This design comes from an exercise in tuning for a short achievable clock period and few clock cycles on the open sky130 flow, not from production work.
Function was checked by simulation only, so behaviour that the tests miss may differ from the original.

===== design/flow/run.sh =====
#!/bin/bash
# synth_recipe.tcl (not shown) runs the flow's synth.tcl, then flattens the netlist and writes it again
# the make line also repeats each setting of config.mk as NAME=value (left out here)
make -C /OpenROAD-flow-scripts/flow DESIGN_CONFIG=/design/flow/config.mk WORK_HOME=/design/flow/orfs CLKGATE_MAP_FILE= SYNTH_SCRIPT=/design/flow/synth_recipe.tcl finish

===== design/flow/config.mk =====
export PLATFORM = sky130hd
export DESIGN_NAME = micro68k
export DESIGN_NICKNAME = micro68k
export VERILOG_FILES = /design/flow/design.v
export SDC_FILE = /design/flow/constraint.sdc
export NUM_CORES = 4
export LEC_CHECK = 0
export CAP_MARGIN = 20
export CELL_PAD_IN_SITES_DETAIL_PLACEMENT = 1
export CORE_MARGIN = 2
export CORE_UTILIZATION = 12
export GPL_ROUTABILITY_DRIVEN = 1
export SETUP_SLACK_MARGIN = 5
export SLEW_MARGIN = 20

===== design/flow/constraint.sdc =====
create_clock -name core_clock -period 12.0 [get_ports {clk}]
set_input_delay 2.4000 -clock core_clock [delete_from_list [all_inputs] [get_ports {clk}]]
set_output_delay 2.4000 -clock core_clock [all_outputs]
set_load 0.01 [all_outputs]

===== design/flow/design.v =====
module micro68k
(
  input clk,
  input reset_n,
  output [15:0] mem_address,
  output [15:0] mem_write,
  output [1:0] mem_write_mask,
  output mem_write_enable,
  input [15:0] mem_read,
  output halted,
  output error
);
localparam S_FETCH  = 4'd0;
localparam S_DEC    = 4'd1;
localparam S_FD     = 4'd2;    
localparam S_RD     = 4'd3;    
localparam S_WR     = 4'd4;    
localparam S_CE0    = 4'd5;
localparam S_CE1    = 4'd6;
localparam S_EX     = 4'd7;    
localparam S_MOVE0  = 4'd8;
localparam S_SHIFT2 = 4'd9;
localparam S_BR1    = 4'd10;
localparam S_PUSH   = 4'd11;
localparam S_HALT   = 4'd12;
localparam S_ERR    = 4'd13;
localparam S_A2     = 4'd14;    
localparam FD_ALU3 = 2'd0;
localparam FD_IMM1 = 2'd1;
localparam FD_CE1  = 2'd2;
localparam FD_BR1  = 2'd3;
localparam EA_ALU2  = 3'd0;
localparam EA_MOVE0 = 3'd1;
localparam EA_MOVE1 = 3'd2;
localparam EA_ALU3  = 3'd3;
localparam EA_FETCH = 3'd4;
localparam ALU_OR  = 0;
localparam ALU_AND = 1;
localparam ALU_SUB = 2;
localparam ALU_ADD = 3;
localparam ALU_BIT = 4;
localparam ALU_EOR = 5;
localparam ALU_CMP = 6;
localparam ALU_MOV = 7;
localparam ALU_JMP = 8;
localparam ALU_JSR = 9;
localparam ALU_LEA = 10;
localparam ALU_CLR = 11;
localparam ALU_NEG = 12;
localparam ALU_SR  = 13;
localparam FLAG_EXTEND   = 4;
localparam FLAG_NEGATIVE = 3;
localparam FLAG_ZERO     = 2;
localparam FLAG_OVERFLOW = 1;
localparam FLAG_CARRY    = 0;
reg [255:0] dregs, dregs_n;      
reg [255:0] aregs, aregs_n;      
reg [15:0] pc, pc_n;
reg [15:0] pc_p2;      
reg [15:0] pc_current, pc_current_n;
reg [15:0] instruction, instruction_n;
reg [15:0] flags, flags_n;
reg [31:0] temp, temp_n;
reg [31:0] arg1, arg1_n;
reg [31:0] dest_value, dest_value_n;
reg [32:0] result, result_n;
reg [31:0] alu_mask, alu_mask_n;
reg [3:0] alu_op, alu_op_n;
reg [2:0] size, size_n;
reg direction, direction_n;
reg is_address, is_address_n;
reg is_immediate, is_immediate_n;
reg is_lea, is_lea_n;
reg do_branch, do_branch_n;
reg alu_reverse_sign, alu_reverse_sign_n;
reg [31:0] ea, ea_n;
reg [31:0] ea_p2;      
reg [31:0] ea_wb, ea_wb_n;
reg [5:0] ea_code, ea_code_n;
reg [5:0] shift_count, shift_count_n;
reg [2:0] shift_type, shift_type_n;
reg mem_count, mem_count_n;
reg mem_last, mem_last_n;
reg [1:0] sa_fd, sa_fd_n;
reg [2:0] sa_ea, sa_ea_n;
reg [3:0] state, state_n;
reg [31:0] cea;    
wire [31:0] cea_n;
reg [31:0] xs_r;   
wire [31:0] xs_n;
wire [2:0] op_reg  = instruction[11:9];
wire [2:0] op_mode = instruction[8:6];
wire [1:0] shift_size = instruction[7:6];
function [31:0] rsel(input [255:0] f, input [2:0] i);
  rsel = f[i * 32 +: 32];
endfunction
wire [31:0] rd_ir = rsel(dregs, instruction[2:0]);
wire [31:0] ra_ir = rsel(aregs, instruction[2:0]);
wire [31:0] b_an;      
wire [2:0] b_size;
wire [32:0] cea_s;
wire [16:0] s_pc2;  ksadd #(16) u_pc2 (.a(pc), .b(16'd2), .cin(1'b0), .s(s_pc2));
wire [15:0] w_pc2 = s_pc2[15:0];
wire [32:0] s_ea2;  ksadd #(32) u_ea2 (.a(ea), .b(32'd2), .cin(1'b0), .s(s_ea2));
wire [31:0] w_ea2 = s_ea2[31:0];
wire [32:0] s_eawb2; ksadd #(32) u_eawb2 (.a(ea_wb), .b(32'd2), .cin(1'b0), .s(s_eawb2));
wire [31:0] w_eawb2 = s_eawb2[31:0];
wire [32:0] s_cea2; ksadd #(32) u_cea2 (.a(cea), .b(32'd2), .cin(1'b0), .s(s_cea2));
wire [31:0] w_cea2 = s_cea2[31:0];
wire [32:0] s_a7m2; ksadd #(32) u_a7m2 (.a(aregs[7 * 32 +: 32]), .b(~32'd2), .cin(1'b1), .s(s_a7m2));
wire [31:0] w_a7m2 = s_a7m2[31:0];
wire [32:0] s_pop1; ksadd #(32) u_pop1 (.a({16'd0, aregs[7 * 32 +: 16]}), .b(32'd2), .cin(1'b0), .s(s_pop1));
wire [31:0] w_pop1 = s_pop1[31:0];
wire [32:0] s_pop2; ksadd #(32) u_pop2 (.a({16'd0, s_pop1[15:0]}), .b(32'd2), .cin(1'b0), .s(s_pop2));
wire [31:0] w_pop2 = s_pop2[31:0];
wire [32:0] s_an2;  ksadd #(32) u_an2 (.a(b_an), .b(32'd2), .cin(1'b0), .s(s_an2));
wire [31:0] w_an2 = s_an2[31:0];
wire [32:0] s_anps; ksadd #(32) u_anps (.a(b_an), .b({29'd0, b_size}), .cin(1'b0), .s(s_anps));
wire [31:0] w_anps = s_anps[31:0];
wire [32:0] s_anms; ksadd #(32) u_anms (.a(b_an), .b(~{29'd0, b_size}), .cin(1'b1), .s(s_anms));
wire [31:0] w_anms = s_anms[31:0];
wire [32:0] s_anp2ms; ksadd #(32) u_anp2ms (.a(b_an), .b(32'd2 - {29'd0, b_size}), .cin(1'b0), .s(s_anp2ms));
wire [31:0] w_anp2ms = s_anp2ms[31:0];
wire [31:0] ix_a = ea_code[5:3] == 3'b111 ? {16'd0, pc_current} : b_an;
wire [31:0] ix_b = {24'd0, temp[7:0]};
wire [31:0] ix_x = ix_a ^ ix_b ^ xs_r;
wire [31:0] ix_c = {(ix_a[30:0] & ix_b[30:0]) | (ix_a[30:0] & xs_r[30:0]) | (ix_b[30:0] & xs_r[30:0]), 1'b0};
wire [32:0] s_idx;  ksadd #(32) u_idx (.a(ix_x), .b(ix_c), .cin(1'b0), .s(s_idx));
wire [31:0] w_idx = s_idx[31:0];
wire [15:0] bt_a = state == S_DEC ? pc : arg1[15:0];
wire [15:0] bt_b = state == S_DEC ? {{8{instruction[7]}}, instruction[7:0]} : temp[15:0];
wire [16:0] s_bt;   ksadd #(16) u_bt (.a(bt_a), .b(bt_b), .cin(1'b0), .s(s_bt));
wire [15:0] w_bt = s_bt[15:0];
wire [15:0] bt2_x = bt_a ^ bt_b ^ 16'd2;
wire [15:0] bt2_c = {(bt_a[14:0] & bt_b[14:0]) | (bt_a[14:0] & 15'd2) | (bt_b[14:0] & 15'd2), 1'b0};
wire [16:0] s_bt2;  ksadd #(16) u_bt2 (.a(bt2_x), .b(bt2_c), .cin(1'b0), .s(s_bt2));
wire [15:0] w_bt2 = s_bt2[15:0];
reg [15:0] c_addr;
reg [15:0] c_wdata;
reg [1:0] c_mask;
reg c_we;
reg c_rd;
reg fetch_now;
reg dw_en;  reg [2:0] dw_i;  reg [2:0] dw_sz;  reg [31:0] dw_v;
reg aw0_en; reg [2:0] aw0_i; reg [31:0] aw0_v;
reg aw1_en; reg [2:0] aw1_i; reg [2:0] aw1_sz; reg [31:0] aw1_v;
task wr_d(input [2:0] i, input [2:0] sz, input [31:0] v);
  begin
    dw_en = 1; dw_i = i; dw_sz = sz; dw_v = v;
  end
endtask
task wr_a0(input [2:0] i, input [31:0] v);
  begin
    aw0_en = 1; aw0_i = i; aw0_v = v;
  end
endtask
task wr_a(input [2:0] i, input [2:0] sz, input [31:0] v);
  begin
    aw1_en = 1; aw1_i = i; aw1_sz = sz; aw1_v = v;
  end
endtask
task set_flags8_nocf(input [8:0] value);
  begin
    flags_n[FLAG_NEGATIVE] = value[7];
    flags_n[FLAG_ZERO]     = value[7:0] == 0;
    flags_n[FLAG_OVERFLOW] = 0;
    flags_n[FLAG_CARRY]    = 0;
  end
endtask
task set_flags16_nocf(input [16:0] value);
  begin
    flags_n[FLAG_NEGATIVE] = value[15];
    flags_n[FLAG_ZERO]     = value[15:0] == 0;
    flags_n[FLAG_OVERFLOW] = 0;
    flags_n[FLAG_CARRY]    = 0;
  end
endtask
task set_flags32_nocf(input [32:0] value);
  begin
    flags_n[FLAG_NEGATIVE] = value[31];
    flags_n[FLAG_ZERO]     = value[31:0] == 0;
    flags_n[FLAG_OVERFLOW] = 0;
    flags_n[FLAG_CARRY]    = 0;
  end
endtask
task set_flags8(input [8:0] value, input [7:0] old, input [31:0] src, input rev);
  begin
    flags_n[FLAG_NEGATIVE] = value[7];
    flags_n[FLAG_ZERO]     = value[7:0] == 0;
    flags_n[FLAG_OVERFLOW] = old[7] == (src[7] ^ rev) && value[7] != old[7];
    flags_n[FLAG_CARRY]    = value[8];
  end
endtask
task set_flags16(input [16:0] value, input [15:0] old, input [31:0] src, input rev);
  begin
    flags_n[FLAG_NEGATIVE] = value[15];
    flags_n[FLAG_ZERO]     = value[15:0] == 0;
    flags_n[FLAG_OVERFLOW] = old[15] == (src[15] ^ rev) && value[15] != old[15];
    flags_n[FLAG_CARRY]    = value[16];
  end
endtask
task set_flags32(input [32:0] value, input [31:0] old, input [31:0] src, input rev);
  begin
    flags_n[FLAG_NEGATIVE] = value[31];
    flags_n[FLAG_ZERO]     = value[31:0] == 0;
    flags_n[FLAG_OVERFLOW] = old[31] == (src[31] ^ rev) && value[31] != old[31];
    flags_n[FLAG_CARRY]    = value[32];
  end
endtask
task do_fetch(input [15:0] addr);
  begin
    c_addr    = addr;
    c_rd = 1;
    fetch_now = 1;
    is_lea_n       = 0;
    is_address_n   = 0;
    is_immediate_n = 0;
    alu_mask_n     = 32'hffffffff;
    do_branch_n    = 0;
    direction_n    = 0;
    mem_count_n    = 0;
    pc_n           = pc_p2;
    pc_current_n   = pc_p2;
    instruction_n  = mem_read;
    state_n        = S_DEC;
  end
endtask
reg fd_done;
task fd_word;
  reg mc;
  begin
    mc = mem_count_n;
    c_addr = pc_n;
    c_rd = 1;
    mem_count_n = mc + 1;
    pc_n = w_pc2;    
    if (mem_last_n == 1) begin
      if (mc == 0) temp_n[31:16] = mem_read;
      else         temp_n[15:0]  = mem_read;
    end else
      temp_n = {16'd0, mem_read};
    fd_done = (mc == mem_last_n);
    state_n = S_FD;
  end
endtask
reg rd_done;
task rd_word;
  reg mc;
  reg e0;
  begin
    mc = mem_count_n;
    e0 = ea_n[0];
    c_addr = {ea_n[15:1], 1'b0};
    c_rd = 1;
    mem_count_n = mc + 1;
    ea_n = ea_p2;
    if (mem_last_n == 1) begin
      if (mc == 0) temp_n[31:16] = mem_read;
      else         temp_n[15:0]  = mem_read;
    end else begin
      temp_n[31:16] = 0;
      if (size_n == 2)
        temp_n[15:0] = mem_read;
      else begin
        temp_n[15:8] = 0;
        temp_n[7:0] = e0 ? mem_read[15:8] : mem_read[7:0];
      end
    end
    rd_done = (mc == mem_last_n);
    state_n = S_RD;
  end
endtask
reg wr_done;
task wr_word;
  reg mc;
  begin
    mc = mem_count_n;
    c_we = 1;
    c_addr = {ea_wb_n[15:1], 1'b0};
    if (mem_last_n == 1) begin
      c_mask = 2'b00;
      c_wdata = (mc == 0) ? temp_n[31:16] : temp_n[15:0];
    end else if (size_n == 2) begin
      c_mask = 2'b00;
      c_wdata = temp_n[15:0];
    end else begin
      c_wdata = {temp_n[7:0], temp_n[7:0]};
      c_mask = ea_wb_n[0] ? 2'b10 : 2'b01;
    end
    ea_wb_n = state == S_WR ? w_eawb2 : ea_p2;    
    mem_count_n = mc + 1;
    wr_done = (mc == mem_last_n);
    state_n = wr_done ? S_FETCH : S_WR;
  end
endtask
task push_word;
  reg mc;
  reg [31:0] a;
  begin
    mc = mem_count_n;
    a = w_a7m2;
    c_we = 1;
    c_addr = a[15:0];
    c_mask = 2'b00;
    c_wdata = (mc == 0) ? temp_n[15:0] : temp_n[31:16];
    wr_a0(7, {16'd0, a[15:0]});
    mem_count_n = mc + 1;
    state_n = (mc == 1) ? S_FETCH : S_PUSH;
  end
endtask
localparam D_FETCH = 4'd0, D_HALT = 4'd1, D_ERR = 4'd2, D_STUCK = 4'd3,
           D_POP = 4'd4, D_EXT = 4'd5, D_SWAP = 4'd6, D_SHIFT = 4'd7,
           D_BRANCH = 4'd8, D_IMM = 4'd9, D_QUICK = 4'd10, D_ALU0 = 4'd11;
reg [3:0] dpath;
task start_decode;
  begin
    dpath = D_STUCK;
    case (instruction[15:14])
      2'b00:
        case (instruction[13:12])
          2'b00:
            if (instruction[8] == 0) begin
              alu_op_n = instruction[11:9];
              dpath = D_IMM;
            end else begin
              alu_op_n = ALU_BIT;
              dpath = D_ALU0;
            end
          default:
            begin
              alu_op_n = ALU_MOV;
              dpath = D_ALU0;
            end
        endcase
      2'b01:
        case (instruction[13:12])
          2'b00:
            if (instruction[8] == 1) begin
              is_lea_n = 1;
              alu_op_n = ALU_LEA;
              dpath = D_ALU0;
            end else begin
              case (instruction[11:9])
                3'b000: begin alu_op_n = ALU_SR; dpath = D_ALU0; end
                3'b001:
                  begin
                    if (instruction[7:6] == 2'b11) alu_op_n = ALU_SR;
                    else alu_op_n = ALU_CLR;
                    dpath = D_ALU0;
                  end
                3'b010:
                  begin
                    if (instruction[7:6] == 2'b11) alu_op_n = ALU_SR;
                    else alu_op_n = ALU_NEG;
                    dpath = D_ALU0;
                  end
                3'b011: begin alu_op_n = ALU_SR; dpath = D_ALU0; end
                3'b100:
                  begin
                    arg1_n = rd_ir;
                    if (instruction[7:6] == 2'b01) dpath = D_SWAP;
                    else dpath = D_EXT;
                  end
                3'b111:
                  case (instruction[7:6])
                    2'b01:
                      if (instruction[5:4] == 2'b00)
                        if (instruction[3:0] == 1) dpath = D_ERR;
                        else dpath = D_HALT;
                      else
                        case (instruction[3:0])
                          4'b0101: dpath = D_POP;
                          default: dpath = D_FETCH;
                        endcase
                    2'b10: begin is_lea_n = 1; alu_op_n = ALU_JSR; dpath = D_ALU0; end
                    2'b11: begin is_lea_n = 1; alu_op_n = ALU_JMP; dpath = D_ALU0; end
                    default: dpath = D_STUCK;
                  endcase
                default: dpath = D_STUCK;
              endcase
            end
          2'b01:
            begin
              if (instruction[8] == 0) alu_op_n = ALU_ADD;
              else alu_op_n = ALU_SUB;
              dpath = D_QUICK;
            end
          2'b10: dpath = D_BRANCH;
          2'b11:
            begin
              wr_d(op_reg, 4, {{24{instruction[7]}}, instruction[7:0]});
              dpath = D_FETCH;
            end
        endcase
      2'b10:
        case (instruction[13:12])
          2'b00: begin alu_op_n = ALU_OR;  dpath = D_ALU0; end
          2'b01: begin alu_op_n = ALU_SUB; dpath = D_ALU0; end
          2'b11:
            begin
              if (op_mode[2] == 1) alu_op_n = ALU_EOR;
              else alu_op_n = ALU_CMP;
              dpath = D_ALU0;
            end
          default: dpath = D_HALT;
        endcase
      2'b11:
        case (instruction[13:12])
          2'b00: begin alu_op_n = ALU_AND; dpath = D_ALU0; end
          2'b01: begin alu_op_n = ALU_ADD; dpath = D_ALU0; end
          2'b10: dpath = D_SHIFT;
          default: dpath = D_STUCK;
        endcase
    endcase
  end
endtask
task alu0;
  begin
    if (alu_op_n == ALU_MOV) begin
      direction_n = 0;
      mem_last_n = instruction[13:12] == 2'b10 ? 1 : 0;
      case (instruction[13:12])
        2'b01: size_n = 1;
        2'b11: size_n = 2;
        2'b10: size_n = 4;
      endcase
    end else if (alu_op_n == ALU_BIT) begin
      direction_n = 1;
      size_n = ea_code_n[5:3] == 0 ? 4 : 1;
      is_immediate_n = 1;
      mem_last_n = 0;
    end else if (alu_op_n == ALU_SR) begin
      direction_n = ~instruction[10];
      size_n = 2;
    end else if (op_mode[1:0] == 2'b11) begin
      direction_n = 0;
      mem_last_n = op_mode[2];
      is_address_n = 1;
      size_n = op_mode[2] == 0 ? 2 : 4;
    end else begin
      direction_n = op_mode[2];
      mem_last_n = op_mode[1];
      case (op_mode[1:0])
        0: size_n = 1;
        1: size_n = 2;
        2: size_n = 4;
      endcase
    end
    size_n = dsize;
    arg1_n = rsel(dregs, op_reg);
    ea_code_n = instruction[5:0];
    sa_ea_n = EA_ALU2;
  end
endtask
reg [1:0] a1_next;
task alu1;
  begin
    case (ea_code_n[5:3])
      3'b000: begin temp_n = rd_ir; a1_next = 0; end
      3'b001: begin temp_n = ra_ir; a1_next = 0; end
      3'b111:
        if (ea_code_n[2:0] == 3'b100) begin
          mem_count_n = 0;
          mem_last_n = size_n == 4 ? 1 : 0;
          sa_fd_n = FD_ALU3;
          a1_next = 1;
        end else begin
          sa_ea_n = EA_ALU2;
          a1_next = 2;
        end
      default:
        begin
          sa_ea_n = EA_ALU2;
          a1_next = 2;
        end
    endcase
    case (size_n)
      1: alu_mask_n = 32'h000000ff;
      2: alu_mask_n = 32'h0000ffff;
      4: alu_mask_n = 32'hffffffff;
    endcase
  end
endtask
task alu3;
  reg [31:0] t;
  begin
    t = temp_n;
    if (is_immediate_n) begin
      dest_value_n = t & alu_mask_n;
    end else if (direction_n == 0) begin
      if (alu_op_n != ALU_BIT) arg1_n = t;
      dest_value_n = rsel(dregs, op_reg) & alu_mask_n;
    end else begin
      dest_value_n = t & alu_mask_n;
      temp_n = rsel(dregs, op_reg);
    end
    if (alu_op_n == ALU_MOV) begin
      ea_code_n[2:0] = instruction[11:9];
      ea_code_n[5:3] = instruction[8:6];
      state_n = S_MOVE0;
    end else
      state_n = S_EX;
  end
endtask
task imm0;
  begin
    mem_count_n = 0;
    is_immediate_n = 1;
    direction_n = 1;
    if (alu_op_n == ALU_BIT) begin
      mem_last_n = 0;
      size_n = ea_code_n[5:3] == 0 ? 4 : 1;
    end else begin
      mem_last_n = instruction[7:6] == 2 ? 1 : 0;
      case (instruction[7:6])
        2'b00: size_n = 1;
        2'b01: size_n = 2;
        2'b10: size_n = 4;
      endcase
    end
    sa_fd_n = FD_IMM1;
  end
endtask
task quick0;
  begin
    is_immediate_n = 1;
    direction_n = 1;
    arg1_n = op_reg == 0 ? 8 : op_reg;
    ea_code_n = instruction[5:0];
    mem_count_n = 0;
    mem_last_n = instruction[7:6] == 2 ? 1 : 0;
    case (instruction[7:6])
      2'b00: size_n = 1;
      2'b01: size_n = 2;
      2'b10: size_n = 4;
    endcase
    size_n = dsize;
  end
endtask
task alu_ccr;
  begin
    case (alu_op_n)
      ALU_OR:  flags_n[4:0] = arg1_n[4:0] | flags_n[4:0];
      ALU_AND: flags_n[4:0] = arg1_n[4:0] & flags_n[4:0];
      ALU_ADD: flags_n[4:0] = arg1_n[4:0] + flags_n[4:0];
      ALU_EOR: flags_n[4:0] = arg1_n[4:0] ^ flags_n[4:0];
    endcase
  end
endtask
reg [1:0] ce0_next;
task ce0;
  reg [31:0] an;
  begin
    an = b_an;     
    mem_count_n = 0;
    ce0_next = 0;
    case (ea_code_n[5:3])
      3'b010: begin ea_n = an; ea_p2 = w_an2; end
      3'b011:
        begin
          ea_n = an;
          ea_p2 = w_an2;
          wr_a0(ea_code_n[2:0], w_anps);
        end
      3'b100:
        begin
          ea_n = w_anms;
          ea_p2 = w_anp2ms;
          wr_a0(ea_code_n[2:0], ea_n);
        end
      3'b101, 3'b110:
        begin
          mem_last_n = 0;
          sa_fd_n = FD_CE1;
          ce0_next = 1;
        end
      3'b111:
        begin
          mem_last_n = ea_code_n[2:0] == 3'b001 ? 1 : 0;
          sa_fd_n = FD_CE1;
          ce0_next = 1;
        end
      default: ce0_next = 2;
    endcase
  end
endtask
task ce1;
  reg [31:0] base;
  begin
    base = ea_code[5:3] == 3'b111 ? {16'd0, pc_current} : b_an;
    ea_n = w_idx;
    if (ea_code[5:3] == 3'b111) mem_count_n = 0;
  end
endtask
reg [1:0] a2_next;
task alu2;
  reg [15:0] opc;
  begin
    opc = pc_n;
    mem_count_n = 0;
    mem_last_n = size_n == 4 ? 1 : 0;
    ea_wb_n = ea_n;
    a2_next = 0;
    if (is_lea_n == 1) begin
      if (alu_op_n == ALU_JMP || alu_op_n == ALU_JSR)
        begin
          pc_n = ea_n[15:0];
          pc_p2 = ea_p2[15:0];
        end
      else
        wr_a(op_reg, 4, ea_n);
      if (alu_op_n == ALU_JSR) begin
        temp_n = {16'd0, opc};
        a2_next = 2;
      end else
        a2_next = 1;
    end
    if (alu_op_n == ALU_MOV) begin
      ea_code_n[2:0] = instruction[11:9];
      ea_code_n[5:3] = instruction[8:6];
      sa_ea_n = EA_MOVE0;
    end else
      sa_ea_n = EA_ALU3;
  end
endtask
reg mv0_mem;
task move0;
  reg [31:0] t;
  begin
    t = temp_n;
    arg1_n = t;
    mv0_mem = 0;
    case (ea_code_n[5:3])
      3'b000:
        begin
          case (size_n)
            1:
              begin
                wr_d(ea_code_n[2:0], 1, t);
                flags_n[FLAG_NEGATIVE] = t[7];
                flags_n[FLAG_ZERO] = t[7:0] == 0;
              end
            2:
              begin
                wr_d(ea_code_n[2:0], 2, t);
                flags_n[FLAG_NEGATIVE] = t[15];
                flags_n[FLAG_ZERO] = t[15:0] == 0;
              end
            4:
              begin
                wr_d(ea_code_n[2:0], 4, t);
                flags_n[FLAG_NEGATIVE] = t[31];
                flags_n[FLAG_ZERO] = t[31:0] == 0;
              end
          endcase
          flags_n[FLAG_OVERFLOW] = 0;
          flags_n[FLAG_CARRY] = 0;
        end
      3'b001:
        case (size_n)
          2: wr_a(ea_code_n[2:0], 4, {{16{t[15]}}, t[15:0]});
          4: wr_a(ea_code_n[2:0], 4, t);
        endcase
      default:
        begin
          sa_ea_n = EA_MOVE1;
          mv0_mem = 1;
        end
    endcase
  end
endtask
task move1;
  begin
    ea_wb_n = ea_n;
    case (instruction[13:12])
      2'b01: begin set_flags8_nocf(arg1_n[8:0]); temp_n[7:0] = arg1_n[7:0]; end
      2'b11: begin set_flags16_nocf(arg1_n[16:0]); temp_n[15:0] = arg1_n[15:0]; end
      2'b10: begin set_flags32_nocf({1'b0, arg1_n}); temp_n[31:0] = arg1_n[31:0]; end
    endcase
    mem_count_n = 0;
    mem_last_n = size_n == 4 ? 1 : 0;
    sa_ea_n = EA_FETCH;
  end
endtask
wire alu_sub = alu_op == ALU_SUB || alu_op == ALU_CMP || alu_op == ALU_NEG;
wire [32:0] addsum;
ksadd #(32) u_addsum(.a((alu_op == ALU_NEG) ? 32'd0 : dest_value), .b(alu_sub ? ~arg1 : arg1), .cin(alu_sub), .s(addsum));
wire [32:0] addsub = {addsum[32] ^ alu_sub, addsum[31:0]};
reg ex_next;
task alu_execute;
  reg wb;
  reg [32:0] r;
  reg [32:0] ra;
  begin
    ex_next = 0;
    r = result;
    case (alu_op)
      ALU_OR:  r = dest_value | arg1;
      ALU_AND: r = dest_value & arg1;
      ALU_SUB: r = addsub;
      ALU_CMP: r = addsub;
      ALU_ADD: r = addsub;
      ALU_EOR: r = dest_value ^ arg1;
      ALU_CLR: r = 0;
      ALU_NEG: r = addsub;
      ALU_SR:  r = flags;
      ALU_BIT: begin flags_n[FLAG_ZERO] = ~dest_value[arg1]; r = dest_value; end
    endcase
    alu_reverse_sign_n = alu_op == ALU_SUB || alu_op == ALU_CMP;
    ra = r;
    wb = 1;
    if (alu_op == ALU_BIT) begin
      case (instruction[7:6])
        2'b01: r[arg1] = r[arg1] ^ 1;
        2'b10: r[arg1] = 0;
        2'b11: r[arg1] = 1;
      endcase
      if (instruction[7:6] == 0) wb = 0;
    end else if (alu_op == ALU_NEG) begin
      direction_n = 1;
    end else if (alu_op == ALU_SR && direction == 0) begin
      flags_n = temp;
      wb = 0;
    end
    result_n = r;
    temp_n = r[31:0];
    if (wb) begin
      if (alu_op != ALU_BIT && alu_op != ALU_SR)
        case (size)
          1:
            begin
              set_flags8(ra[8:0], dest_value[7:0], arg1, alu_reverse_sign_n);
            end
          2:
            begin
              set_flags16(ra[16:0], dest_value[15:0], arg1, alu_reverse_sign_n);
            end
          4:
            begin
              set_flags32(ra, dest_value, arg1, alu_reverse_sign_n);
            end
        endcase
      if (alu_op == ALU_CMP) begin
        ex_next = 0;
      end else if (is_address == 1) begin
        if (size == 2) wr_a(op_reg, 2, r[31:0]);
        else wr_a(op_reg, 4, r[31:0]);
      end else if (direction_n == 0) begin
        wr_d(op_reg, size, r[31:0]);
      end else begin
        case (ea_code[5:3])
          3'b000: wr_d(ea_code[2:0], size, r[31:0]);
          3'b001: wr_a(ea_code[2:0], size, r[31:0]);
          default:
            begin
              mem_count_n = 0;
              mem_last_n = size == 4 ? 1 : 0;
              sa_ea_n = EA_FETCH;
              ex_next = 1;
            end
        endcase
      end
    end
  end
endtask
wire [31:0] sdata = rd_ir;
task shift01;
  begin
    if (instruction[5] == 0)
      shift_count_n = instruction[11:9] == 0 ? 8 : instruction[11:9];
    else
      shift_count_n = rsel(dregs, instruction[11:9]);
    shift_type_n = { instruction[8], instruction[4:3] };
    case (shift_type_n)
      3'b000: result_n = $signed(sdata) >> shift_count_n;
      3'b001: result_n = sdata >> shift_count_n;
      3'b011:
        case (shift_size)
          2'b00: result_n = (sdata[7:0] >> shift_count_n) | (sdata[7:0] << (8 - shift_count_n));
          2'b01: result_n = (sdata[15:0] >> shift_count_n) | (sdata[15:0] << (16 - shift_count_n));
          2'b10: result_n = (sdata >> shift_count_n) | (sdata << (32 - shift_count_n));
        endcase
      3'b100: result_n = $signed(sdata) << shift_count_n;
      3'b101: result_n = sdata << shift_count_n;
      3'b111:
        case (shift_size)
          2'b00: result_n = (sdata[7:0] << shift_count_n) | (sdata[7:0] >> (8 - shift_count_n));
          2'b01: result_n = (sdata[15:0] << shift_count_n) | (sdata[15:0] >> (16 - shift_count_n));
          2'b10: result_n = (sdata << shift_count_n) | (sdata >> (32 - shift_count_n));
        endcase
    endcase
  end
endtask
task shift2;
  begin
    case (shift_size)
      2'b00:
        begin
          wr_d(instruction[2:0], 1, result[31:0]);
          flags_n[FLAG_ZERO] = result[7:0] == 0;
          flags_n[FLAG_NEGATIVE] = result[7];
          if (shift_type[2] == 0)
            flags_n[FLAG_CARRY] = sdata[shift_count - 1];
          else
            flags_n[FLAG_CARRY] = sdata[8 - shift_count];
        end
      2'b01:
        begin
          wr_d(instruction[2:0], 2, result[31:0]);
          flags_n[FLAG_ZERO] = result[15:0] == 0;
          flags_n[FLAG_NEGATIVE] = result[15];
          if (shift_type[2] == 0)
            flags_n[FLAG_CARRY] = sdata[shift_count - 1];
          else
            flags_n[FLAG_CARRY] = sdata[16 - shift_count];
        end
      2'b10:
        begin
          wr_d(instruction[2:0], 4, result[31:0]);
          flags_n[FLAG_ZERO] = result == 0;
          flags_n[FLAG_NEGATIVE] = result[31];
          if (shift_type[2] == 0)
            flags_n[FLAG_CARRY] = sdata[shift_count - 1];
          else
            flags_n[FLAG_CARRY] = sdata[32 - shift_count];
        end
    endcase
    flags_n[FLAG_OVERFLOW] = 0;
  end
endtask
reg br_fetch;
task branch0;
  begin
    br_fetch = 0;
    if (instruction[7:0] == 0) begin
      mem_count_n = 0;
      mem_last_n = 0;
      sa_fd_n = FD_BR1;
      br_fetch = 1;
    end else
      temp_n = { 16'd0, {8{instruction[7]}}, instruction[7:0] };
    case (instruction[11:9])
      3'b000: do_branch_n = 1;
      3'b001: if ((~flags[FLAG_CARRY] && ~flags[FLAG_ZERO]) ^ instruction[8]) do_branch_n = 1;
      3'b010: if (~flags[FLAG_CARRY] ^ instruction[8]) do_branch_n = 1;
      3'b011: if (~flags[FLAG_ZERO] ^ instruction[8]) do_branch_n = 1;
      3'b100: if (~flags[FLAG_OVERFLOW] ^ instruction[8]) do_branch_n = 1;
      3'b101: if (~flags[FLAG_NEGATIVE] ^ instruction[8]) do_branch_n = 1;
      3'b110:
        if (((flags[FLAG_NEGATIVE] &&  flags[FLAG_OVERFLOW]) ||
             (~flags[FLAG_NEGATIVE] && ~flags[FLAG_OVERFLOW])) ^ instruction[8])
          do_branch_n = 1;
      3'b111:
        if (((flags[FLAG_NEGATIVE] && flags[FLAG_OVERFLOW] && ~flags[FLAG_ZERO]) ||
             (~flags[FLAG_NEGATIVE] && ~flags[FLAG_OVERFLOW] && ~flags[FLAG_ZERO]))
             ^ instruction[8])
          do_branch_n = 1;
    endcase
    arg1_n = {16'd0, pc_n};
  end
endtask
reg br_push;
task branch1;
  reg [15:0] opc;
  begin
    opc = pc_n;
    if (do_branch_n)
      begin
        pc_n = w_bt;
        pc_p2 = w_bt2;
      end
    temp_n = {16'd0, opc};
    br_push = 0;
    if (instruction[11:8] == 4'b0001) begin
      mem_count_n = 0;
      br_push = 1;
    end
  end
endtask
task ce0_chain;
  begin
    ce0;
    if (ce0_next == 2)
      state_n = S_ERR;
    else if (ce0_next == 1) begin
      fd_word;
      state_n = fd_done ? S_CE1 : S_FD;
    end else if (sa_ea_n == EA_ALU2 && is_lea_n &&
                 (alu_op_n == ALU_JMP || alu_op_n == ALU_JSR))
      state_n = S_A2;    
    else
      after_ea;
  end
endtask
task after_ea;
  begin
    if (sa_ea_n == EA_MOVE1) begin
      move1;
      wr_word;
    end else begin
      alu2;
      if (a2_next == 2) begin
        state_n = S_PUSH;
      end else if (a2_next == 1) begin
        do_fetch(pc_n);
      end else begin
        rd_word;
        if (rd_done) begin
          if (sa_ea_n == EA_ALU3) alu3;
          else state_n = S_MOVE0;
        end
      end
    end
  end
endtask
task alu1_chain;
  begin
    alu1;
    if (a1_next == 0) begin
      alu3;
      if (state_n == S_MOVE0) begin
        move0;
        if (mv0_mem) ce0_chain;
        else do_fetch(pc_n);
      end
    end else if (a1_next == 1) begin
      fd_word;
      if (fd_done) alu3;
    end else
      ce0_chain;
  end
endtask
always @* begin
  dw_en = 0;  dw_i = 0;  dw_sz = 0;  dw_v = 0;
  aw0_en = 0; aw0_i = 0; aw0_v = 0;
  aw1_en = 0; aw1_i = 0; aw1_sz = 0; aw1_v = 0;
  pc_n = pc;
  pc_p2 = w_pc2;
  pc_current_n = pc_current;
  instruction_n = instruction;
  flags_n = flags;
  temp_n = temp;
  arg1_n = arg1;
  dest_value_n = dest_value;
  result_n = result;
  alu_mask_n = alu_mask;
  alu_op_n = alu_op;
  size_n = size;
  direction_n = direction;
  is_address_n = is_address;
  is_immediate_n = is_immediate;
  is_lea_n = is_lea;
  do_branch_n = do_branch;
  alu_reverse_sign_n = alu_reverse_sign;
  ea_n = ea;
  ea_p2 = w_ea2;
  ea_wb_n = ea_wb;
  ea_code_n = ea_code;
  shift_count_n = shift_count;
  shift_type_n = shift_type;
  mem_count_n = mem_count;
  mem_last_n = mem_last;
  sa_fd_n = sa_fd;
  sa_ea_n = sa_ea;
  state_n = state;
  c_addr = pc;
  c_wdata = 16'd0;
  c_mask = 2'b00;
  c_we = 0;
  c_rd = 0;
  fetch_now = 0;
  fd_done = 0;
  rd_done = 0;
  wr_done = 0;
  dpath = 0;
  a1_next = 0;
  ce0_next = 0;
  a2_next = 0;
  mv0_mem = 0;
  ex_next = 0;
  br_fetch = 0;
  br_push = 0;
  case (state)
    S_FETCH: do_fetch(pc);
    S_DEC:
      begin
        start_decode;
        dpath = pd_path;
        case (dpath)
          D_FETCH: do_fetch(pc_n);
          D_HALT:  state_n = S_HALT;
          D_ERR:   state_n = S_ERR;
          D_STUCK: state_n = S_DEC;
          D_POP:
            begin : pop
              reg [31:0] a1;
              a1 = w_pop1;
              c_addr = a1[15:0];
              c_rd = 1;
              pc_n = mem_read;
              wr_a0(7, w_pop2);
              mem_count_n = 0;
              state_n = S_FETCH;
            end
          D_EXT:
            begin
              if (op_mode == 2) begin
                wr_d(instruction[2:0], 2, {16'd0, {8{arg1_n[7]}}, arg1_n[7:0]});
                flags_n[FLAG_NEGATIVE] = arg1_n[7];
                flags_n[FLAG_ZERO]     = arg1_n[7:0] == 0;
              end else begin
                wr_d(instruction[2:0], 4, {{16{arg1_n[15]}}, arg1_n[15:0]});
                flags_n[FLAG_NEGATIVE] = arg1_n[15];
                flags_n[FLAG_ZERO]     = arg1_n[15:0] == 0;
              end
              flags_n[FLAG_OVERFLOW] = 0;
              flags_n[FLAG_CARRY] = 0;
              do_fetch(pc_n);
            end
          D_SWAP:
            begin
              wr_d(instruction[2:0], 4, {arg1_n[15:0], arg1_n[31:16]});
              do_fetch(pc_n);
            end
          D_SHIFT:
            begin
              shift01;
              state_n = S_SHIFT2;
            end
          D_BRANCH:
            begin
              branch0;
              if (br_fetch) begin
                fd_word;
                state_n = S_BR1;
              end else begin
                branch1;
                if (br_push) push_word;
                else do_fetch(pc_n);
              end
            end
          D_IMM:
            begin
              imm0;
              fd_word;
              if (fd_done) begin
                arg1_n = temp_n;
                ea_code_n = instruction[5:0];
                if (instruction[5:0] == 6'b111100) begin
                  alu_ccr;
                  state_n = S_FETCH;
                end else begin
                  alu1;
                  if (a1_next == 0) alu3;
                  else if (a1_next == 1) state_n = S_FD;
                  else state_n = S_CE0;
                end
              end
            end
          D_QUICK:
            begin
              quick0;
              alu1_chain;
            end
          D_ALU0:
            begin
              alu0;
              alu1_chain;
            end
        endcase
      end
    S_FD:
      begin
        fd_word;
        if (fd_done)
          case (sa_fd)
            FD_ALU3: alu3;
            FD_IMM1:
              begin
                arg1_n = temp_n;
                ea_code_n = instruction[5:0];
                if (instruction[5:0] == 6'b111100) begin
                  alu_ccr;
                  state_n = S_FETCH;
                end else begin
                  alu1;
                  if (a1_next == 0) alu3;
                  else if (a1_next == 1) state_n = S_FD;
                  else state_n = S_CE0;
                end
              end
            FD_CE1: state_n = S_CE1;
            FD_BR1: state_n = S_BR1;
          endcase
      end
    S_RD:
      begin
        rd_word;
        if (rd_done) begin
          if (sa_ea == EA_ALU3) alu3;
          else state_n = S_MOVE0;
        end
      end
    S_WR: wr_word;
    S_CE0: ce0_chain;
    S_CE1:
      if (ea_code[5:3] == 3'b110 || ea_code[5:0] == 6'b111011) begin
        ce1;
        state_n = S_A2;
      end else begin
        if (ea_code[5:3] == 3'b111) mem_count_n = 0;
        if (ea_code[5:3] == 3'b101 || ea_code[5:1] == 5'b11100 || ea_code[5:0] == 6'b111010) begin
          ea_n = cea;
          ea_p2 = w_cea2;
        end
        after_ea;
      end
    S_A2: after_ea;
    S_MOVE0:
      begin
        move0;
        if (mv0_mem) ce0_chain;
        else do_fetch(pc_n);
      end
    S_EX:
      begin
        alu_execute;
        if (ex_next) state_n = S_WR;
        else do_fetch(pc_n);
      end
    S_SHIFT2:
      begin
        shift2;
        do_fetch(pc_n);
      end
    S_BR1:
      begin
        branch1;
        if (br_push) push_word;
        else do_fetch(pc_n);
      end
    S_PUSH: push_word;
    default: ;
  endcase
end
always @* begin : regfile_write
  integer k;
  dregs_n = dregs;
  aregs_n = aregs;
  for (k = 0; k < 8; k = k + 1) begin
    if (dw_en && dw_i == k)
      case (dw_sz)
        1: dregs_n[k * 32 +: 8]  = dw_v[7:0];
        2: dregs_n[k * 32 +: 16] = dw_v[15:0];
        4: dregs_n[k * 32 +: 32] = dw_v;
      endcase
    if (aw0_en && aw0_i == k)
      aregs_n[k * 32 +: 32] = aw0_v;
    if (aw1_en && aw1_i == k)
      case (aw1_sz)
        1: aregs_n[k * 32 +: 8]  = aw1_v[7:0];
        2: aregs_n[k * 32 +: 16] = aw1_v[15:0];
        4: aregs_n[k * 32 +: 32] = aw1_v;
      endcase
  end
end
always @(posedge clk) begin
  if (!reset_n) begin
    state <= S_FETCH;
    pc <= 16'h4000;
    pc_current <= 0;
    flags <= 0;
    instruction <= 0;
    arg1 <= 0;
    is_address <= 0;
    is_immediate <= 0;
    size <= 0;
    direction <= 0;
    alu_op <= 0;
    sa_fd <= 0;
    sa_ea <= 0;
    mem_count <= 0;
    mem_last <= 0;
    aregs[7 * 32 +: 32] <= 32'h00001000;
    pd <= pdec(16'd0);
  end else begin
    if (fetch_now) pd <= pdec(mem_read);
    state <= state_n;
    pc <= pc_n;
    pc_current <= pc_current_n;
    flags <= flags_n;
    instruction <= instruction_n;
    arg1 <= arg1_n;
    is_address <= is_address_n;
    is_immediate <= is_immediate_n;
    size <= size_n;
    direction <= direction_n;
    alu_op <= alu_op_n;
    sa_fd <= sa_fd_n;
    sa_ea <= sa_ea_n;
    mem_count <= mem_count_n;
    mem_last <= mem_last_n;
    dregs <= dregs_n;
    aregs <= aregs_n;
    temp <= temp_n;
    dest_value <= dest_value_n;
    result <= result_n;
    alu_mask <= alu_mask_n;
    is_lea <= is_lea_n;
    do_branch <= do_branch_n;
    alu_reverse_sign <= alu_reverse_sign_n;
    ea <= ea_n;
    ea_wb <= ea_wb_n;
    ea_code <= ea_code_n;
    cea <= cea_n;
    xs_r <= xs_n;
    shift_count <= shift_count_n;
    shift_type <= shift_type_n;
  end
end
wire [31:0] cea_base =
  b_mode == 3'b101 ? b_an :
  b_mode == 3'b111 && b_reg == 3'b010 ? {16'd0, pc_current} :
  b_mode == 3'b111 && b_reg == 3'b001 ? {temp[31:16], 16'd0} : 32'd0;
ksadd #(32) u_cea(.a(cea_base), .b({16'd0, mem_read}), .cin(1'b0), .s(cea_s));
assign cea_n = cea_s[31:0];
wire [31:0] xs_reg = mem_read[15] ? rsel(aregs, mem_read[14:12]) : rsel(dregs, mem_read[14:12]);
assign xs_n = mem_read[11] ? xs_reg << mem_read[10:9] : {16'd0, xs_reg[15:0]} << mem_read[10:9];
function branch_cond(input [15:0] ir, input [15:0] f);
  begin
    case (ir[11:9])
      3'b000: branch_cond = 1;
      3'b001: branch_cond = (~f[FLAG_CARRY] && ~f[FLAG_ZERO]) ^ ir[8];
      3'b010: branch_cond = ~f[FLAG_CARRY] ^ ir[8];
      3'b011: branch_cond = ~f[FLAG_ZERO] ^ ir[8];
      3'b100: branch_cond = ~f[FLAG_OVERFLOW] ^ ir[8];
      3'b101: branch_cond = ~f[FLAG_NEGATIVE] ^ ir[8];
      3'b110: branch_cond = ((f[FLAG_NEGATIVE] && f[FLAG_OVERFLOW]) ||
                             (~f[FLAG_NEGATIVE] && ~f[FLAG_OVERFLOW])) ^ ir[8];
      default: branch_cond = ((f[FLAG_NEGATIVE] && f[FLAG_OVERFLOW] && ~f[FLAG_ZERO]) ||
                              (~f[FLAG_NEGATIVE] && ~f[FLAG_OVERFLOW] && ~f[FLAG_ZERO])) ^ ir[8];
    endcase
  end
endfunction
localparam PD_W = 25;
function [PD_W-1:0] pdec(input [15:0] x);
  reg move, bitdyn, imm, i4, lea, sr, clrneg, extswp, i4e, jsr, jmp, nop, rts;
  reg quick, branch, moveq, alu, alu0, mdst;
  reg [2:0] dsz;
  reg [3:0] dp;
  begin
    move   = x[15:14] == 2'b00 && x[13:12] != 2'b00;
    bitdyn = x[15:12] == 4'b0000 && x[8];
    imm    = x[15:12] == 4'b0000 && !x[8];
    i4     = x[15:12] == 4'b0100;
    lea    = i4 && x[8];
    sr     = i4 && !x[8] && (x[11:9] == 3'b000 || x[11:9] == 3'b011 ||
             ((x[11:9] == 3'b001 || x[11:9] == 3'b010) && x[7:6] == 2'b11));
    clrneg = i4 && !x[8] && (x[11:9] == 3'b001 || x[11:9] == 3'b010) && x[7:6] != 2'b11;
    extswp = i4 && !x[8] && x[11:9] == 3'b100;
    i4e    = i4 && !x[8] && x[11:9] == 3'b111;
    jsr    = i4e && x[7:6] == 2'b10;
    jmp    = i4e && x[7:6] == 2'b11;
    nop    = i4e && x[7:6] == 2'b01 && x[5:4] != 2'b00 && x[3:0] != 4'b0101;
    rts    = i4e && x[7:6] == 2'b01 && x[5:4] != 2'b00 && x[3:0] == 4'b0101;
    quick  = x[15:12] == 4'b0101;
    branch = x[15:12] == 4'b0110;
    moveq  = x[15:12] == 4'b0111;
    alu    = (x[15:14] == 2'b10 && x[13:12] != 2'b10) || (x[15:14] == 2'b11 && x[13] == 1'b0);
    alu0   = move || bitdyn || lea || sr || clrneg || jsr || jmp || alu;
    mdst   = move && x[5:4] == 2'b00;
    dsz = 0;
    if (quick)
      case (x[7:6])
        2'b00: dsz = 1;
        2'b01: dsz = 2;
        2'b10: dsz = 4;
      endcase
    else if (move)
      case (x[13:12])
        2'b01: dsz = 1;
        2'b11: dsz = 2;
        default: dsz = 4;
      endcase
    else if (bitdyn)
      dsz = 0;
    else if (sr)
      dsz = 2;
    else if (x[7:6] == 2'b11)
      dsz = x[8] ? 4 : 2;
    else
      case (x[7:6])
        2'b00: dsz = 1;
        2'b01: dsz = 2;
        2'b10: dsz = 4;
      endcase
    dp = D_STUCK;
    if (imm) dp = D_IMM;
    else if (alu0) dp = D_ALU0;
    else if (quick) dp = D_QUICK;
    else if (branch) dp = D_BRANCH;
    else if (moveq || nop) dp = D_FETCH;
    else if (rts) dp = D_POP;
    else if (extswp) dp = x[7:6] == 2'b01 ? D_SWAP : D_EXT;
    else if (i4e && x[7:6] == 2'b01 && x[5:4] == 2'b00) dp = x[3:0] == 1 ? D_ERR : D_HALT;
    else if (x[15:12] == 4'b1010) dp = D_HALT;
    else if (x[15:12] == 4'b1110) dp = D_SHIFT;
    pdec = {dp, dsz, mdst, alu0, alu, moveq, branch, quick, rts, nop, jmp, jsr, i4e,
            extswp, clrneg, sr, lea, imm, bitdyn, move};
  end
endfunction
reg [PD_W-1:0] pd;
wire [15:0] ir = instruction;
wire i_move   = pd[0];
wire i_bitdyn = pd[1];
wire i_imm    = pd[2];
wire i_lea    = pd[3];
wire i_sr     = pd[4];
wire i_clrneg = pd[5];
wire i_extswp = pd[6];
wire i_4e     = pd[7];
wire i_jsr    = pd[8];
wire i_jmp    = pd[9];
wire i_nop    = pd[10];
wire i_rts    = pd[11];
wire i_quick  = pd[12];
wire i_branch = pd[13];
wire i_moveq  = pd[14];
wire i_alu    = pd[15];
wire i_alu0   = pd[16];
wire dec_mdst = pd[17];      
wire [2:0] pd_size = pd[20:18];
wire [3:0] pd_path = pd[24:21];
wire [2:0] dsize = i_bitdyn ? (ea_code[5:3] == 0 ? 3'd4 : 3'd1) :
                   pd_size != 0 ? pd_size : size;
wire [2:0] b_mode_c = state == S_DEC ? (dec_mdst ? ir[8:6] : ir[5:3]) : ea_code[5:3];
wire [2:0] b_reg_c  = state == S_DEC ? (dec_mdst ? ir[11:9] : ir[2:0]) : ea_code[2:0];
wire [2:0] b_size_c = state == S_DEC ? dsize : size;
wire [PD_W-1:0] pd_n = fetch_now ? pdec(mem_read) : pd;
wire dec_n = state_n == S_DEC;
wire [2:0] dsize_n = pd_n[1] ? (ea_code_n[5:3] == 0 ? 3'd4 : 3'd1) :
                     pd_n[20:18] != 0 ? pd_n[20:18] : size_n;
wire [2:0] b_mode_n = dec_n ? (pd_n[17] ? instruction_n[8:6] : instruction_n[5:3]) : ea_code_n[5:3];
wire [2:0] b_reg_n  = dec_n ? (pd_n[17] ? instruction_n[11:9] : instruction_n[2:0]) : ea_code_n[2:0];
wire [2:0] b_size_n = dec_n ? dsize_n : size_n;
reg [2:0] b_mode_r, b_reg_r, b_size_r;
always @(posedge clk) begin
  b_mode_r <= b_mode_n;
  b_reg_r <= b_reg_n;
  b_size_r <= b_size_n;
end
wire [2:0] b_mode = b_mode_r;
wire [2:0] b_reg  = b_reg_r;
assign b_size = b_size_r;
assign b_an = rsel(aregs, b_reg);
wire [15:0] b_ean = b_mode == 3'b100 ? w_anms[15:0] : b_an[15:0];
wire [31:0] a7    = rsel(aregs, 7);
wire [15:0] a7m2  = w_a7m2[15:0];
wire [31:0] srcv  = ir[3] ? ra_ir : rd_ir;
reg [15:0] f_addr;
reg [15:0] f_wdata;
reg [1:0] f_mask;
reg f_we;
reg [31:0] f_wv;         
reg f_mv;                
always @* begin
  f_addr = pc;
  f_we = 0;
  f_wdata = 16'd0;
  f_mask = 2'b00;
  f_mv = 0;
  f_wv = arg1;
  case (state)
    S_RD: f_addr = {ea[15:1], 1'b0};
    S_WR:
      begin
        f_we = 1;
        f_addr = {ea_wb[15:1], 1'b0};
        if (mem_last) begin
          f_wdata = mem_count ? temp[15:0] : temp[31:16];
        end else if (size == 2) begin
          f_wdata = temp[15:0];
        end else begin
          f_wdata = {temp[7:0], temp[7:0]};
          f_mask = ea_wb[0] ? 2'b10 : 2'b01;
        end
      end
    S_PUSH:
      begin
        f_we = 1;
        f_addr = a7m2;
        f_wdata = mem_count ? temp[31:16] : temp[15:0];
      end
    S_BR1:
      if (ir[11:8] == 4'b0001) begin
        f_we = 1;
        f_addr = a7m2;
        f_wdata = pc;
      end else if (do_branch)
        f_addr = w_bt;
    S_MOVE0:
      if (ea_code[5:3] == 3'b010 || ea_code[5:3] == 3'b011 || ea_code[5:3] == 3'b100) begin
        f_mv = 1;
        f_wv = temp;
        f_addr = b_ean;
      end
    S_CE0:
      if (ea_code[5:3] == 3'b010 || ea_code[5:3] == 3'b011 || ea_code[5:3] == 3'b100) begin
        f_addr = b_ean;
        if (sa_ea == EA_MOVE1) f_mv = 1;
        else if (is_lea && alu_op != ALU_JMP) f_addr = pc;
      end
    S_CE1, S_A2:
      if (state == S_A2 || !(ea_code[5:3] == 3'b110 || ea_code[5:0] == 6'b111011)) begin
        f_addr = (state == S_A2 || ea_code[5:2] == 4'b1111) ? ea[15:0] : cea[15:0];
        if (sa_ea == EA_MOVE1) f_mv = 1;
        else if (is_lea && alu_op != ALU_JMP) f_addr = pc;
      end
    S_DEC:
      if (i_rts)
        f_addr = w_pop1[15:0];
      else if (i_branch) begin
        if (ir[7:0] != 0) begin
          if (ir[11:8] == 4'b0001) begin
            f_we = 1;
            f_addr = a7m2;
            f_wdata = pc;
          end else if (branch_cond(ir, flags))
            f_addr = w_bt;
        end
      end else if (i_alu0 || i_quick) begin
        if (dec_mdst) begin
          if (b_mode == 3'b010 || b_mode == 3'b011 || b_mode == 3'b100) begin
            f_mv = 1;
            f_wv = srcv;
            f_addr = b_ean;
          end
        end else if (b_mode == 3'b010 || b_mode == 3'b011 || b_mode == 3'b100) begin
          if (!(i_lea || i_jsr)) f_addr = b_ean;
        end
      end
    default: ;
  endcase
  if (f_mv) begin
    f_we = 1;
    if (b_size == 4)
      f_wdata = f_wv[31:16];
    else if (b_size == 2)
      f_wdata = f_wv[15:0];
    else begin
      f_wdata = {f_wv[7:0], f_wv[7:0]};
      f_mask = f_addr[0] ? 2'b10 : 2'b01;
    end
  end
end
assign mem_address = f_we ? {f_addr[15:1], f_addr[0] & ~f_mv} : f_addr;
assign mem_write = f_wdata;
assign mem_write_mask = f_mask;
assign mem_write_enable = f_we;
assign halted = state == S_HALT;
assign error  = state == S_ERR;
endmodule
module ksadd #(parameter W = 32) (
  input [W-1:0] a,
  input [W-1:0] b,
  input cin,
  output [W:0] s
);
  localparam L = W > 16 ? 5 : (W > 8 ? 4 : 3);
  wire [W-1:0] g [0:L];
  wire [W-1:0] p [0:L];
  assign g[0] = a & b;
  assign p[0] = a ^ b;
  genvar i, k;
  generate
    for (k = 0; k < L; k = k + 1) begin : lvl
      for (i = 0; i < W; i = i + 1) begin : bt
        if (i >= (1 << k)) begin : m
          assign g[k + 1][i] = g[k][i] | (p[k][i] & g[k][i - (1 << k)]);
          assign p[k + 1][i] = p[k][i] & p[k][i - (1 << k)];
        end else begin : pass
          assign g[k + 1][i] = g[k][i];
          assign p[k + 1][i] = p[k][i];
        end
      end
    end
  endgenerate
  wire [W:0] c = {g[L] | (p[L] & {W{cin}}), cin};
  assign s = {c[W], p[0] ^ c[W-1:0]};
endmodule

==> impl_metrics.yaml, run 1 <==
outcome:
  status: "stopped before the end"
  last-stage-reached: "3_3_place_gp"
  error: "[ERROR GPL-0305] RePlAce diverged during gradient descent calculation, resulting in an invalid step length (Inf or NaN). This is often caused by numerical instability ..."
placed_design:
  numPortBuffers: 54
synth:
  synth_area_leaders: "edfxtp_1 17%, mux4_2 8.3%, a21oi_1 7.1%, o21ai_0 6.7%, nand2_1 6.3%"
  syn-instance-count: 17800
  ys_seq_area_frac: 0.195
  yosysUniqueCellTypes: 122
  ys_warn_count: 3
  ys_ff_latch: 909
  syn_area_per_cell_sq_um: 7.37
  synth_top_area_frac: 0.168
  ys_dominant_reg_cell: "edfxtp_1"
  netlist_area_sq_um: 131000
  syn_nets: 18100
  synth_edf_count: 736
  async_flop_share: 0
  yosysTopAreaCell: "edfxtp_1"
floorplan:
  io_pins: 55
  dieHeight_um: 1050
  die_x_um: 1050
  row_count: 384
  start_util: 0.120
## cell usage after synthesis, types with 219 or more instances
cell / number
a211oi_1: 254
a21oi_1: 1855
a221oi_1: 345
buf_1: 223
clkbuf_1: 1450
edfxtp_1: 736
ha_1: 274
inv_1: 219
mux2i_1: 663
mux4_2: 483
nand2_1: 2212
nand3_1: 441
nor2_1: 1882
nor3_1: 412
o211ai_1: 391
o21ai_0: 1760
o221ai_1: 292
o22ai_1: 331
xnor2_1: 277
## cell families after synthesis
| family | after synthesis | share of synthesized area |
|---|---|---|
| AO/OA/AOI/OAI | 7002 | 0.344 |
| AND/OR/NAND/NOR | 5857 | 0.195 |
| buffers and inverters | 2022 | 0.0595 |
| multiplexers | 1314 | 0.148 |
| flip-flops | 909 | 0.195 |
| XOR/XNOR | 413 | 0.0277 |
| adder cells (fa/ha/maj) | 303 | 0.0304 |
Testbench counts, summed over its fixed seeds: cycles 140,390.
==> run 2, diff against run 1 <==
--- a/design/flow/config.mk
+++ b/design/flow/config.mk
@@ -7,3 +7,3 @@
 export LEC_CHECK = 0
-export CAP_MARGIN = 20
+export CAP_MARGIN = 40
 export CELL_PAD_IN_SITES_DETAIL_PLACEMENT = 1
@@ -13,2 +13,2 @@
 export SETUP_SLACK_MARGIN = 5
-export SLEW_MARGIN = 20
+export SLEW_MARGIN = 40
==> impl_metrics.yaml, run 2 <==
synth:
  synth_top_area_frac: 0.168
  syn_nets: 18100
  async_flop_share: 0
  synth_area_leaders: "edfxtp_1 17%, mux4_2 8.3%, a21oi_1 7.1%, o21ai_0 6.7%, nand2_1 6.3%"
  synth_edf_count: 736
  syn-instance-count: 17800
  ys_seq_area_frac: 0.195
  ys_ff_latch: 909
  yosysMostFrequentCell: "nand2_1"
  yosysTopAreaCell: "edfxtp_1"
  ys_top_cells_by_count: "2212 x nand2_1, 1882 x nor2_1, 1855 x a21oi_1"
  syn_area_per_cell_sq_um: 7.37
  ys_dominant_reg_cell: "edfxtp_1"
  netlist_area_sq_um: 131000
  ys_warn_count: 3
  yosysUniqueCellTypes: 122
placed_design:
  numPortBuffers: 54
floorplan:
  die_x_um: 1050
  row_count: 384
  start_util: 0.120
  dieHeight_um: 1050
  io_pins: 55
outcome:
  status: "stopped before the end"
  last-stage-reached: "3_3_place_gp"
  error: "[ERROR GPL-0305] RePlAce diverged during gradient descent calculation, resulting in an invalid step length (Inf or NaN). This is often caused by numerical instability ..."
==> run 2: cells by family after synthesis <==
group / share of synthesized area
buffers and inverters: 0.0595
DFF: 0.195
xor gates and xnor gates: 0.0277
AOI/OAI and AO/OA: 0.344
and+or+nand+nor: 0.195
adders and majority gates: 0.0304
muxes: 0.148
